This is an optimization exercise on Yosys and OpenROAD, whose aim is small area, not a production implementation. The RTL was checked by simulation tests, not by an equivalence proof against the original design. No activity file was given, so power comes from the tool's default toggle rates.

--- design/flow/design.v ---
module clk10hz (
  input clk_in,
  input rst,
  output tick
);
reg [14:0] s;
wire m = (s & 15'd29679) == 15'd8196;
assign tick = m & (s[10] == 1'b0);
wire wrap = m & (s[10] == 1'b1);
wire fb = ~(s[6] ^ s[14] ^ 1'b0);
always @(posedge clk_in)
  if (rst | wrap) s <= 15'd548;
  else            s <= {~s[13:0], fb};
endmodule
module dual_port_ram (
    input [4:0] address_A,
    output [7:0] data_out_A
);
  reg [7:0] mem[0:16];
  assign data_out_A = mem[address_A];
  initial begin
    $readmemh("file.mem", mem);
  end
endmodule
module tone #(
  parameter W = 16,
  parameter A = 0,
  parameter C = 1'b0,
  parameter [W-1:0] KM = 0,
  parameter [W-1:0] KV = 0
) (
  input clk,
  input rst,
  input on,
  output reg out
);
  reg [W-1:0] s;
  wire term = (s & KM) == KV;
  wire fb = ~(s[A] ^ s[W-1] ^ C);
  always @(posedge clk) begin
    if (rst | ~on | term) s <= {W{1'b0}};
    else                  s <= {~s[W-2:0], fb};
    if (rst)              out <= 1'b0;
    else if (on & term)   out <= ~out;
  end
endmodule
module gen_freq (
  input clk,
  input rst,
  input [6:0] gen,
  output [6:0] sounds
);
  tone #(.W(16), .A(6), .C(1'b0), .KM(16'd63423), .KV(16'd42679)) t_C (.clk(clk), .rst(rst), .on(~gen[0]), .out(sounds[0]));    
  tone #(.W(16), .A(2), .C(1'b0), .KM(16'd62463), .KV(16'd45284)) t_D (.clk(clk), .rst(rst), .on(~gen[1]), .out(sounds[1]));    
  tone #(.W(16), .A(2), .C(1'b0), .KM(16'd63481), .KV(16'd337)) t_E (.clk(clk), .rst(rst), .on(~gen[2]), .out(sounds[2]));    
  tone #(.W(16), .A(6), .C(1'b0), .KM(16'd63989), .KV(16'd51440)) t_F (.clk(clk), .rst(rst), .on(~gen[3]), .out(sounds[3]));    
  tone #(.W(15), .A(3), .C(1'b0), .KM(15'd32759), .KV(15'd8373)) t_G (.clk(clk), .rst(rst), .on(~gen[4]), .out(sounds[4]));    
  tone #(.W(15), .A(6), .C(1'b0), .KM(15'd27647), .KV(15'd25293)) t_A (.clk(clk), .rst(rst), .on(~gen[5]), .out(sounds[5]));    
  tone #(.W(15), .A(0), .C(1'b0), .KM(15'd28662), .KV(15'd1364)) t_B (.clk(clk), .rst(rst), .on(~gen[6]), .out(sounds[6]));    
endmodule
module top (
    input clk,
    input rst,      
    input btn,      
    output [7:0] leds,
    output [7:0] sounds,
    input [7:0] btn_in
);
  wire tick;
  clk10hz clock (
      .clk_in(clk),
      .rst   (rst),
      .tick  (tick)
  );
  localparam [4:0] IDLE0 = 5'd31;
  localparam [4:0] IDLE1 = 5'd17;
  reg btn_prev;
  reg [4:0] st;
  wire btn_falling_edge = btn_prev & ~btn;
  always @(posedge clk) begin
    if (rst) begin
      btn_prev <= 1'b1;
      st <= IDLE0;
    end else if (tick) begin
      btn_prev <= btn;
      if (st == IDLE0) begin
        if (btn_falling_edge) st <= 5'd0;
      end else if (st == IDLE1) begin
        if (btn_falling_edge) st <= IDLE0;
      end else if (st == 5'd16) begin
        st <= IDLE1;
      end else begin
        st <= st + 5'd1;
      end
    end
  end
  wire playing = (st >= 5'd1) && (st <= 5'd16);
  wire [7:0] mem_data;
  dual_port_ram ram0 (
      .address_A(st - 5'd1),
      .data_out_A(mem_data)
  );
  wire [7:0] data_out = playing ? mem_data : 8'd0;
  wire [7:0] gen_in = btn_in & ~data_out;
  assign leds = gen_in;
  assign sounds[7] = 1'b0;
  gen_freq gen_freq (
      .clk(clk),
      .rst(rst),
      .gen(gen_in[6:0]),
      .sounds(sounds[6:0])
  );
endmodule
--- design/flow/file.mem ---
00 
40 20 01 02 10 01 20 08 02 10 04 02 02 01 10
00
--- design/flow/flow/run.sh ---
#!/bin/bash
# Layout flow: the standard flow (standard.sh) with three changes in how
# the layout is made:
#  - synthesis maps with an area-only ABC script (flow/abc_area.script), with
#    no ABC buffering or upsizing; the registers are those of the standard
#    synthesis (the script only changes the combinational mapping);
#  - CTS builds the clock tree from clkbuf_4 cells and adds no dummy loads;
#  - port buffers are buf_1 cells.
# Each tool's output goes to the ORFS logs under orfs/logs; make's own output
# goes to flow_make.log here.
set -euo pipefail
WORK=$(pwd)
rm -rf "$WORK/scripts_abc"
cp -r "$FLOW_HOME/scripts" "$WORK/scripts_abc"
cp "$WORK/flow/abc_area.script" "$WORK/scripts_abc/abc_area.script"
export SCRIPTS_DIR="$WORK/scripts_abc"
export CTS_ARGS="-sink_clustering_enable -repair_clock_nets -dont_use_dummy_load -buf_list sky130_fd_sc_hd__clkbuf_8 -sink_clustering_size 20"
export BUFFER_PORTS_ARGS="-buffer_cell sky130_fd_sc_hd__buf_1"
bash standard.sh finish > "$WORK/flow_make.log" 2>&1
--- design/flow/flow/abc_area.script ---
strash
dch -f
amap
--- design/flow/standard.sh ---
#!/bin/bash
# synth_recipe.tcl (not shown) runs the flow's synth.tcl, then flattens the netlist and writes it again
# the make line also repeats each setting of config.mk as NAME=value (left out here)
make -C /OpenROAD-flow-scripts/flow DESIGN_CONFIG=/design/flow/config.mk WORK_HOME=/design/flow/orfs CLKGATE_MAP_FILE= SYNTH_SCRIPT=/design/flow/synth_recipe.tcl "${@:-finish}"
--- design/flow/config.mk ---
export PLATFORM = sky130hd
export DESIGN_NAME = top
export DESIGN_NICKNAME = top
export VERILOG_FILES = /design/flow/design.v
export SDC_FILE = /design/flow/constraint.sdc
export NUM_CORES = 4
export LEC_CHECK = 0
export ABC_AREA = 1
export CAP_MARGIN = 20
export CORE_MARGIN = 2
export CORE_UTILIZATION = 40
export SLEW_MARGIN = 20
--- design/flow/constraint.sdc ---
create_clock -name core_clock -period 40.0 [get_ports {clk}]
set_input_delay 8.0000 -clock core_clock [delete_from_list [all_inputs] [get_ports {clk}]]
set_output_delay 8.0000 -clock core_clock [all_outputs]
set_load 0.01 [all_outputs]
==> results of run 1 <==
through the flow:
stage                     instances  utilization (%)  hold slack [ns]
after floorplan                 438                -           0.3434
after global placement          589            43.44           0.3550
after detailed placement        589            43.44           0.3609
after CTS                       606            45.69           0.3687
after global routing            606            45.69           0.3825
final                           606            45.69           0.3648
where the power goes:
part / total, W / switching [W] / internal [W]
registers: 0.000147 / 0.00000346 / 0.000144
logic: 0.00000830 / 0.00000507 / 0.00000323
clock network: 0.0000777 / 0.0000403 / 0.0000373
total: 0.000233 / 0.0000489 / 0.000184
path summary, 6_finish.rpt:
check,endpoint,slack [ns],cells past startpoint
worst min register to register,clock.s[5]$_SDFF_PP1_,0.36,1
worst max-delay path,leds[2],23.57,3
worst max register to register,gen_freq.t_G.s[0]$_SDFF_PP0_,36.58,9
worst min-delay path,clock.s[5]$_SDFF_PP1_,0.36,1
logic make-up after synthesis:
family	share of synthesized area (%)
AO/OA/AOI/OAI	7.348
XOR/XNOR	0.6100
adder cells (fa/ha/maj)	2.033
buffers and inverters	4.182
flip-flops	63.67
other	0.08705
AND/OR/NAND/NOR	22.07
synth_stat cells (2+ instances only):
library cell and count:
dfxtp_1 137, o21a_1 4, nor2b_1 2, ha_1 7, clkinv_1 30, o21ai_0 7
nor2_1 140, a32oi_1 2, o221ai_1 6, o41a_1 2, o311a_1 2, nor4b_1 4
or2_0 2, nand2_1 17, a21oi_1 5, or4b_1 2, nand4_1 3, buf_4 9
and4b_1 4, nor3_1 8, nand3_1 3, a211oi_1 8, nand4bb_1 2, or3_1 7
nor4_1 4, nand2b_1 2, o22ai_1 2, xnor2_1 3, or4_1 5, nand4b_1 3
per-layer routing:
layer | vias up | global-route usage [%]
met1 | 1335 | 17.08
met3 | 6 | 4.419
met2 | 57 | 21.43
met4 | 0 | 6.136
li1 | 1516 | -
met5 | - | 0
area by class of cell:
class	count	area (um^2)
Tap cell	136	170.2
Inverter	30	112.6
Clock buffer	17	234.0
Sequential cell	137	2743
Timing Repair Buffer	24	93.84
Fill cell	1024	5632
Multi-Input combinational cell	262	1385
flip-flops by register name, summed over array words and instances (netlist names):
name / cells
gen_freq.t_C.out: 1
st: 5
gen_freq.t_E.out: 1
gen_freq.t_F.out: 1
btn_prev: 1
clock.s: 15
gen_freq.t_C.s: 16
gen_freq.t_A.s: 15
gen_freq.t_E.s: 16
gen_freq.t_F.s: 16
gen_freq.t_D.s: 16
gen_freq.t_B.out: 1
gen_freq.t_G.s: 15
gen_freq.t_D.out: 1
gen_freq.t_B.s: 15
gen_freq.t_G.out: 1
gen_freq.t_A.out: 1
worst max-delay path, cell delays in order:
cell    delay (ns)
buf_1         0.08
o41a_1        0.19
buf_1         0.17
placed cells by master (no fill, tap or decap), types with 8 or more instances in the layout:
master and instances:
a211oi_1 8, buf_1 23, clkbuf_8 17, clkinv_1 30, dfxtp_1 137, nand2_1 17
nor2_1 140, nor3_1 8
==> results.tsv, run 1 <==
stage	metric	value	unit
yosys	synth_area_leaders	dfxtp_1, nor2_1, clkinv_1	
clock_network	numClockSinks	137	
yosys	synthesis.area	4308	um^2
yosys	synth_warnings	10	
clock_network	cts_tree	done	
layout	layout-drive-gt1-share	3.830	%
clock_network	cts_resized	0	
clock_network	cts_root_buf	clkbuf_8	
route	totalWireLength	7.152	mm
worst_setup_path	worst_setup_path_start_kind	input port	
place	placed_cell_area	4504	um^2
grt	grt_max_degree	17	
layout	diodes	0	
sta	fin_skew	0.03704	ns
route	wl_per_cell	11.80	um
clock_network	htree_levels	4	
power	powerDensity	49.22	nW/um^2
sta	fin_ws	23.57	ns
power	p_total	0.0002332	W
floorplanning	die_area	11620	um^2
yosys	async_flop_share	0	%
route	via_per_inst	4.809	
route	dr_wl_met3	240	um
route	drt-met1-wl	3.483	mm
route	drc	0	
clock_network	cts_setup_buffers	0	
yosys	yosysUniqueCellTypes	36	
sta	tns	0	ns
clock_network	clock_path_buffers	2	
place	io_buffers	23	
floorplanning	die_w	107.8	um
floorplanning	die-height	107.8	um
sta	setup_viol	0	
clock_network	clkLatencyLatePin	0.41	ns
hold_path	hp-start	clock.s[4]$_SDFF_PP0_	
worst_setup_path	critPathKind	in2out	
job	maxCapViolations	0	
yosys	synth_edf_count	0	
worst_setup_path	worst_r2r_startpoint	st[0]$_SDFFE_PP1P_	
sta	relSlewSlack	38.59	%
power	vdd_drop_max	0.02725	mV
status	outcome	no timing/DRC/antenna violations	
place	hpwl	5.008	mm
power	p_leak	1.917	nW
worst_setup_path	startpoint	btn_in[2]	
layout	design_area	4738	um^2
sta	timing.final.hold_violations	0	
yosys	synth_top_cell_area_share	63.67	%
route	antenna_left	0	
floorplanning	core	10370	um^2
grt	grtUsageTotal	13.65	%
worst_setup_path	crit_fanout	3	
yosys	syn_nets	456	
grt	first_global_vias	2722	
place	gp_congestion	0.7895	
sta	slew_violations	0	
route	detail_route.iter0.violations	96	
worst_setup_path	cp.required	32.00	ns
worst_setup_path	crit_arrival	8.43	ns
yosys	synth_flop_cell	dfxtp_1	
clock_network	cts_hold_buf	0	
layout	areaGrowthSynthToFinish	9.991	%
sta	rsz0062_at_grt	false	
floorplanning	rows	37	
route	routed.top_layer	met4	
layout	finalNetCount	490	
sta	fin_crit_sh	41.09	%
sta	fmax	0.06085	GHz
floorplanning	io_pins	27	
floorplanning	initial_core_util	41.54	%
clock_network	clk_pin_slew	0.06	ns
place	dpl_worst_slack	23.56	ns
grt	antenna_found_initial	0	
sta	worst_pin_slew	0.9212	ns
grt	grt_pass1_wl	12.24	mm
clock_network	cts_buffers	17	
yosys	syn-mean-instance-area	9.835	um^2
route	routed-wl-met2	3.343	mm
route	vias	2914	
sta	finalCriticalPeriod	16.44	ns
yosys	syn_inst	438	
yosys	ys_seq_area_share	63.67	%
grt	overflow	0	
yosys	ys_ff_latch	137	
hold_path	hold_path_class	reg2reg	
worst_setup_path	crit_path_end_kind	primary output	
yosys	synth_largest_area_cell	dfxtp_1	
route	firstDrtPassIters	4	
==> run 2: changes to the inputs <==
--- a/design/flow/flow/run.sh
+++ b/design/flow/flow/run.sh
@@ -14,6 +14,6 @@
 cp -r "$FLOW_HOME/scripts" "$WORK/scripts_abc"
 cp "$WORK/flow/abc_area.script" "$WORK/scripts_abc/abc_area.script"
 export SCRIPTS_DIR="$WORK/scripts_abc"
-export CTS_ARGS="-sink_clustering_enable -repair_clock_nets -dont_use_dummy_load -buf_list sky130_fd_sc_hd__clkbuf_8 -sink_clustering_size 20"
+export CTS_ARGS="-sink_clustering_enable -repair_clock_nets -dont_use_dummy_load -buf_list \"sky130_fd_sc_hd__clkbuf_2 sky130_fd_sc_hd__clkbuf_4 sky130_fd_sc_hd__clkbuf_8\""
 export BUFFER_PORTS_ARGS="-buffer_cell sky130_fd_sc_hd__buf_1"
 bash standard.sh finish > "$WORK/flow_make.log" 2>&1
==> run 2 against run 1 <==
Synthesized cell count did not move; via count did not move; final cell count did not move; critical path type unchanged; critical endpoint unchanged.
==> results.tsv, run 2 <==
stage	metric	value	unit
yosys	synth_common_cells	nor2_1, dfxtp_1, clkinv_1, nand2_1, buf_4	
clock_network	cts_tree	done	
floorplanning	initial_core_util	41.54	%
yosys	syn_inst	438	
worst_setup_path	crit_arrival	8.43	ns
worst_setup_path	worst_r2r_startpoint	st[0]$_SDFFE_PP1P_	
clock_network	clkLatencyLatePin	0.41	ns
layout	finalNetCount	490	
route	detail_route.iter0.violations	96	
hold_path	whs_path_depth	1	
route	firstDrtPassIters	4	
yosys	ys_seq_area_share	63.67	%
grt	first_global_vias	2722	
worst_setup_path	cp.required	32.00	ns
floorplanning	die-height	107.8	um
sta	finalCriticalPeriod	16.44	ns
hold_path	hp-start	clock.s[4]$_SDFF_PP0_	
sta	fin_crit_sh	41.09	%
worst_setup_path	crit_chain	buf_1 -> o41a_1 -> buf_1	
grt	use_met2	21.43	%
job	maxCapViolations	0	
yosys	syn-mean-instance-area	9.835	um^2
floorplanning	die_w	107.8	um
grt	gr-usage-met3	4.419	%
yosys	synth_edf_count	0	
yosys	ys_ff_latch	137	
route	wl_per_cell	11.80	um
floorplanning	core	10370	um^2
grt	grt_max_degree	17	
clock_network	cts_resized	0	
route	vias	2914	
grt	met1_usage	17.08	%
place	hpwl	5.008	mm
grt	grt_pass1_wl	12.24	mm
hold_path	hold_path_class	reg2reg	
layout	areaGrowthSynthToFinish	9.991	%
route	drc	0	
layout	fill_cells	1024	
worst_setup_path	startpoint	btn_in[2]	
sta	setup_viol	0	
status	outcome	no timing/DRC/antenna violations	
sta	worst_pin_slew	0.9212	ns
place	dpl_worst_slack	23.56	ns
worst_setup_path	crit_path_end_kind	primary output	
floorplanning	io_pins	27	
floorplanning	rows	37	
yosys	synth_largest_area_cell	dfxtp_1	
clock_network	numClockSinks	137	
sta	fin_ws	23.57	ns
grt	antenna_found_initial	0	
sta	rsz0062_at_grt	false	
route	totalWireLength	7.152	mm
clock_network	clock_path_buffers	2	
worst_setup_path	path_depth	3	
worst_setup_path	cp_num_buf_inv	2	
layout	design_area	4738	um^2
worst_setup_path	cpMostUsedCell	buf_1	
route	antenna_left	0	
yosys	async_flop_share	0	%
floorplanning	die_area	11620	um^2
sta	tns	0	ns
sta	timing.final.hold_violations	0	
layout	layout_commonest_cell	nor2_1	
worst_setup_path	worst_setup_path_start_kind	input port	
grt	overflow	0	
yosys	synth_flop_cell	dfxtp_1	
place	io_buffers	23	
sta	relSlewSlack	38.59	%
worst_setup_path	critPathSlowestCell	o41a_1	
yosys	yosysUniqueCellTypes	36	
yosys	syn_nets	456	
yosys	synth_top_cell_area_share	63.67	%
yosys	synthesis.area	4308	um^2
power	vdd_drop_max	0.02725	mV
clock_network	cts_buffers	17	
sta	fin_skew	0.03704	ns
sta	slew_violations	0	
worst_setup_path	critPathKind	in2out	
clock_network	htree_levels	4	
layout	layout-drive-gt1-share	3.830	%
yosys	post-synth-top-count-cell	nor2_1	
grt	grtUsageTotal	13.65	%
worst_setup_path	crit_fanout	3	
clock_network	cts_setup_buffers	0	
route	via_per_inst	4.809	
sta	fmax	0.06085	GHz
layout	final_cell_mix	nor2_1, dfxtp_1, clkinv_1	
clock_network	cts_root_buf	clkbuf_8	
grt	top_usage_layer	met2	
yosys	synth_area_leaders	dfxtp_1, nor2_1, clkinv_1	
power	p_leak	1.917	nW
power	powerDensity	49.22	nW/um^2
clock_network	cts_hold_buf	0	
worst_setup_path	crit_path_max_incr_delay	0.19	ns
place	placed_cell_area	4504	um^2
layout	diodes	0	
place	gp_congestion	0.7895	
worst_setup_path	crit_family	buffers and inverters	
yosys	synth_warnings	10	
clock_network	clk_pin_slew	0.06	ns
worst_setup_path	ff2ff_path_depth	9	
[run 2: worst register-to-register path: cells and delay by family (launching register included)]
| kind | cells | cell delay (ns) |
|---|---|---|
| flops | 1 | 0.43 |
| buf+inv | 2 | 0.55 |
| simple gates | 1 | 0.52 |
| fa+ha+maj | 1 | 0.27 |
| compound gates | 5 | 1.58 |
[run 2: per-layer routing]
layer / share of wire, % / up-vias
met2: 47 / 57
met5: 0 / -
met4: 1.2 / 0
met1: 49 / 1335
li1: - / 1516
met3: 3.4 / 6
[run 2: worst paths after layout]
path | to | slack [ns]
worst min-delay path | clock.s[5]$_SDFF_PP1_ | 0.36
worst max register to register | gen_freq.t_G.s[0]$_SDFF_PP0_ | 36.58
worst min register to register | clock.s[5]$_SDFF_PP1_ | 0.36
worst max-delay path | leds[2] | 23.57
[run 2: through the flow]
stage                     hold slack [ns]  std cells  util (%)  total power (W)
after CTS                          0.3687        606     45.69        0.0002370
after global placement             0.3550        589     43.44        0.0001583
after global routing               0.3825        606     45.69        0.0002440
after detailed placement           0.3609        589     43.44        0.0001586
after floorplan                    0.3434        438         -        0.0001557
final                              0.3648        606     45.69        0.0002332
[run 2: logic make-up (layout without fill, tap and decap cells)]
logic type / after synthesis / in the layout / synth area share [%]
other: 1 / 1 / 0.08705
adder cells (fa/ha/maj): 7 / 7 / 2.033
AND/OR/NAND/NOR: 208 / 208 / 22.07
flip-flops: 137 / 137 / 63.67
AO/OA/AOI/OAI: 43 / 43 / 7.348
buffers and inverters: 39 / 71 / 4.182
XOR/XNOR: 3 / 3 / 0.6100
[run 2: power breakdown]
group,switching [W],internal [W],total [W],leakage (nW)
registers,0.00000346,0.000144,0.000147,1.13
logic,0.00000507,0.00000323,0.00000830,0.661
clock network,0.0000403,0.0000373,0.0000777,0.122
total,0.0000489,0.000184,0.000233,1.92
[run 2: cell type report]
class	count	area (um^2)	share of cell area (%)
clock buffers	17	234.0	4.938
inverters	30	112.6	2.377
multi-input cells	262	1385	29.23
flip-flops and latches	137	2743	57.88
well taps	136	170.2	3.591
repair buffers	24	93.84	1.980
==> run 3: changes to the inputs <==
--- a/design/flow/flow/run.sh
+++ b/design/flow/flow/run.sh
@@ -14,6 +14,6 @@
 cp -r "$FLOW_HOME/scripts" "$WORK/scripts_abc"
 cp "$WORK/flow/abc_area.script" "$WORK/scripts_abc/abc_area.script"
 export SCRIPTS_DIR="$WORK/scripts_abc"
-export CTS_ARGS="-sink_clustering_enable -repair_clock_nets -dont_use_dummy_load -buf_list \"sky130_fd_sc_hd__clkbuf_2 sky130_fd_sc_hd__clkbuf_4 sky130_fd_sc_hd__clkbuf_8\""
+export CTS_ARGS="-sink_clustering_enable -repair_clock_nets -dont_use_dummy_load -buf_list sky130_fd_sc_hd__clkbuf_4 -sink_clustering_size 12 -sink_clustering_max_diameter 40"
 export BUFFER_PORTS_ARGS="-buffer_cell sky130_fd_sc_hd__buf_1"
 bash standard.sh finish > "$WORK/flow_make.log" 2>&1
--- a/design/flow/config.mk
+++ b/design/flow/config.mk
@@ -8,5 +8,5 @@
 export ABC_AREA = 1
 export CAP_MARGIN = 20
 export CORE_MARGIN = 2
-export CORE_UTILIZATION = 40
+export CORE_UTILIZATION = 65
 export SLEW_MARGIN = 20
==> run 3 against run 2 <==
Global-route usage up 7.9 points; critical path type unchanged; worst setup slack worse by 0.071 ns; largest cell class unchanged; still clean; highest routed layer unchanged; area after synthesis unchanged; final cell count down 9.7%; final area down 3.8%; utilization up 26 points; register-to-register slack better by 0.19 ns; synthesized cell count unchanged; routed wire length down 1.1%.
==> results.tsv, run 3 <==
stage	metric	value	unit
sta	fin_ws	23.49	ns
route	via_per_inst	5.360	
job	maxCapViolations	0	
sta	slew_violations	0	
yosys	async_flop_share	0	%
grt	overflow	0	
sta	timing.final.hold_violations	0	
clock_network	cts_tree	done	
floorplanning	die_area	7295	um^2
layout	diodes	0	
yosys	ys_ff_latch	137	
clock_network	cts_hold_buf	0	
power	power_frac_seq	69.1	%
grt	antenna_found_initial	0	
place	gp_congestion	0.8918	
worst_setup_path	crit_path_max_incr_delay	0.23	ns
yosys	synth_warnings	10	
power	p_total	0.0002130	W
sta	worst_pin_slew	0.9474	ns
floorplanning	io_pins	27	
layout	final_cell_mix	nor2_1, dfxtp_1, clkinv_1	
worst_setup_path	critPathSlowestCell	o41a_1	
hold_path	hold_path_class	reg2reg	
place	io_buffers	23	
grt	met1_usage	27.79	%
worst_setup_path	worst_setup_path_start_kind	input port	
grt	gr-usage-met3	7.101	%
yosys	syn_nets	456	
sta	tns	0	ns
route	firstDrtPassIters	5	
sta	finalCriticalPeriod	16.51	ns
worst_setup_path	critPathKind	in2out	
sta	fin_crit_sh	41.26	%
worst_setup_path	crit_path_end_kind	primary output	
layout	multi_input_area	1385	um^2
worst_setup_path	cp.required	32.00	ns
clock_network	clock_path_buffers	2	
route	drc	0	
grt	grtUsageTotal	21.55	%
sta	fmax	0.06059	GHz
yosys	synthesis.area	4308	um^2
worst_setup_path	crit_family	buffers and inverters	
yosys	syn-mean-instance-area	9.835	um^2
status	outcome	no timing/DRC/antenna violations	
floorplanning	rows	29	
grt	use_met2	33.59	%
worst_setup_path	crit_chain	buf_1 -> o41a_1 -> buf_1	
power	internal_power	0.0001663	W
route	vias	2932	
place	dpl_worst_slack	23.48	ns
power	pwr-share-comb	4.0	%
sta	fin_skew	0.04126	ns
floorplanning	initial_core_util	67.46	%
clock_network	cts_resized	0	
grt	grt_pass1_wl	12.19	mm
layout	areaGrowthSynthToFinish	5.809	%
power	p_sw_share	21.92	%
power	vdd_drop_max	0.03734	mV
layout	final_util	71.38	%
yosys	synth_common_cells	nor2_1, dfxtp_1, clkinv_1, nand2_1, buf_4	
clock_network	cts_buffers	17	
sta	holdWs	0.3646	ns
layout	fill_cells	494	
worst_setup_path	crit_arrival	8.51	ns
clock_network	htree_levels	4	
route	antenna_left	0	
layout	layout-drive-gt1-share	3.830	%
grt	first_global_vias	2721	
yosys	synth_largest_area_cell	dfxtp_1	
worst_setup_path	cpMostUsedCell	buf_1	
place	hpwl	4.957	mm
yosys	yosysUniqueCellTypes	36	
yosys	synth_area_leaders	dfxtp_1, nor2_1, clkinv_1	
layout	layout_commonest_cell	nor2_1	
yosys	synth_flop_cell	dfxtp_1	
route	totalWireLength	7.071	mm
layout	finalNetCount	490	
sta	relSlewSlack	36.84	%
worst_setup_path	cp_num_buf_inv	2	
yosys	post-synth-top-count-cell	nor2_1	
clock_network	clkLatencyLatePin	0.49	ns
power	powerDensity	46.72	nW/um^2
floorplanning	core	6386	um^2
floorplanning	die-height	85.41	um
route	wl_per_cell	12.93	um
sta	setup_viol	0	
grt	grt_max_degree	17	
sta	rsz0062_at_grt	false	
yosys	syn_inst	438	
route	detail_route.iter0.violations	153	
layout	seq_area	2743	um^2
clock_network	cts_setup_buffers	0	
power	p_leak	1.873	nW
yosys	synth_edf_count	0	
clock_network	cts_root_buf	clkbuf_4	
yosys	synth_top_cell_area_share	63.67	%
grt	top_usage_layer	met2	
floorplanning	die_w	85.41	um
clock_network	numClockSinks	137	
clock_network	clk_pin_slew	0.10	ns
power	pwr-share-clk	26.9	%
yosys	ys_seq_area_share	63.67	%
power	switching_power	0.00004669	W
worst_setup_path	crit_fanout	4	
[run 3: layout make-up]
cell class	instances	area share, %
Clock buffer	17	2.800
Sequential cell	137	60.17
Inverter	30	2.470
Tap cell	77	2.114
Multi-Input combinational cell	262	30.39
Timing Repair Buffer	24	2.059
[run 3: power by group through the flow]
stage	Combinational [W]	Sequential [W]	Clock, W
3_3_place_gp	0.00000812	0.000150	0
4_1_cts	0.00000862	0.000147	0.0000591
3_5_place_dp	0.00000852	0.000150	0
6_report	0.00000845	0.000147	0.0000574
5_1_grt	0.00000987	0.000148	0.0000650
2_1_floorplan	0.00000641	0.000149	0
[run 3: kinds of logic after synthesis]
kind of cell | count (synthesis) | synth area share, %
buffers and inverters | 39 | 4.182
adder cells (fa/ha/maj) | 7 | 2.033
flip-flops | 137 | 63.67
XOR/XNOR | 3 | 0.6100
other | 1 | 0.08705
AND/OR/NAND/NOR | 208 | 22.07
AO/OA/AOI/OAI | 43 | 7.348
[run 3: routing by layer]
layer,wire (um),share of wire [%],vias up
met5,0,0,-
met4,61,0.86,0
met3,272,3.8,5
met2,3248,46,44
met1,3488,49,1358
li1,-,-,1525
[run 3: per-stage QoR]
stage / cells / area [um^2]
2_1_floorplan: 438 / 4308
3_3_place_gp: 530 / 4431
3_5_place_dp: 530 / 4431
4_1_cts: 547 / 4558
5_1_grt: 547 / 4558
6_report: 547 / 4558
[run 3: worst paths after layout]
path                                 start                       endpoint  slack (ns)  depth (start not counted)
max                              btn_in[3]                        leds[3]       23.49                          3
min          gen_freq.t_A.s[10]$_SDFF_PP0_  gen_freq.t_A.s[11]$_SDFF_PP0_        0.36                          1
max reg2reg             st[1]$_SDFFE_PP1P_   gen_freq.t_F.s[0]$_SDFF_PP0_       36.77                          8
min reg2reg  gen_freq.t_A.s[10]$_SDFF_PP0_  gen_freq.t_A.s[11]$_SDFF_PP0_        0.36                          1
[run 3: worst register-to-register path, cell delays in order, from the launching register on]
cell and delay [ns]:
dfxtp_1 0.36, clkinv_1 0.12, ha_1 0.18, clkinv_1 0.11, nor3_1 0.45, o221ai_1 0.55, o41a_1 0.55, or3_1 0.59
a211oi_1 0.23

-- what the ideal ports hide --
The results above use ideal ports. As a check the final layouts listed here were re-extracted and re-timed, cells and wires unchanged. Step 1 (the two cells are an assumption about what drives the block):
set clk [get_ports {clk}]
set_driving_cell -lib_cell sky130_fd_sc_hd__clkbuf_16 $clk
set_driving_cell -lib_cell sky130_fd_sc_hd__buf_2 [delete_from_list [all_inputs] $clk]
Step 2 adds t to the input delays and takes it off the output delays; t is the mean of the earliest and latest rising clock arrival at the registers after step 1. Input paths then give back, and output paths get back, about the clock's delay inside the block. a / b / c = no drivers / after step 1 / after step 2; a / b = the first two.
run | t (ns) | setup slack, ns | worst setup path at the end | slew at the worst register clock pin (ns) | cell pins on the clock port's net
run 1 | 0.429 | 23.565 / 23.541 / 23.541 | input to output | 0.08 / 0.08 | 1
run 2 | 0.429 | 23.565 / 23.541 / 23.541 | input to output | 0.08 / 0.08 | 1
run 3 | 0.505 | 23.494 / 23.472 / 23.472 | input to output | 0.11 / 0.11 | 1
After both steps setup and hold are still met in every run listed.
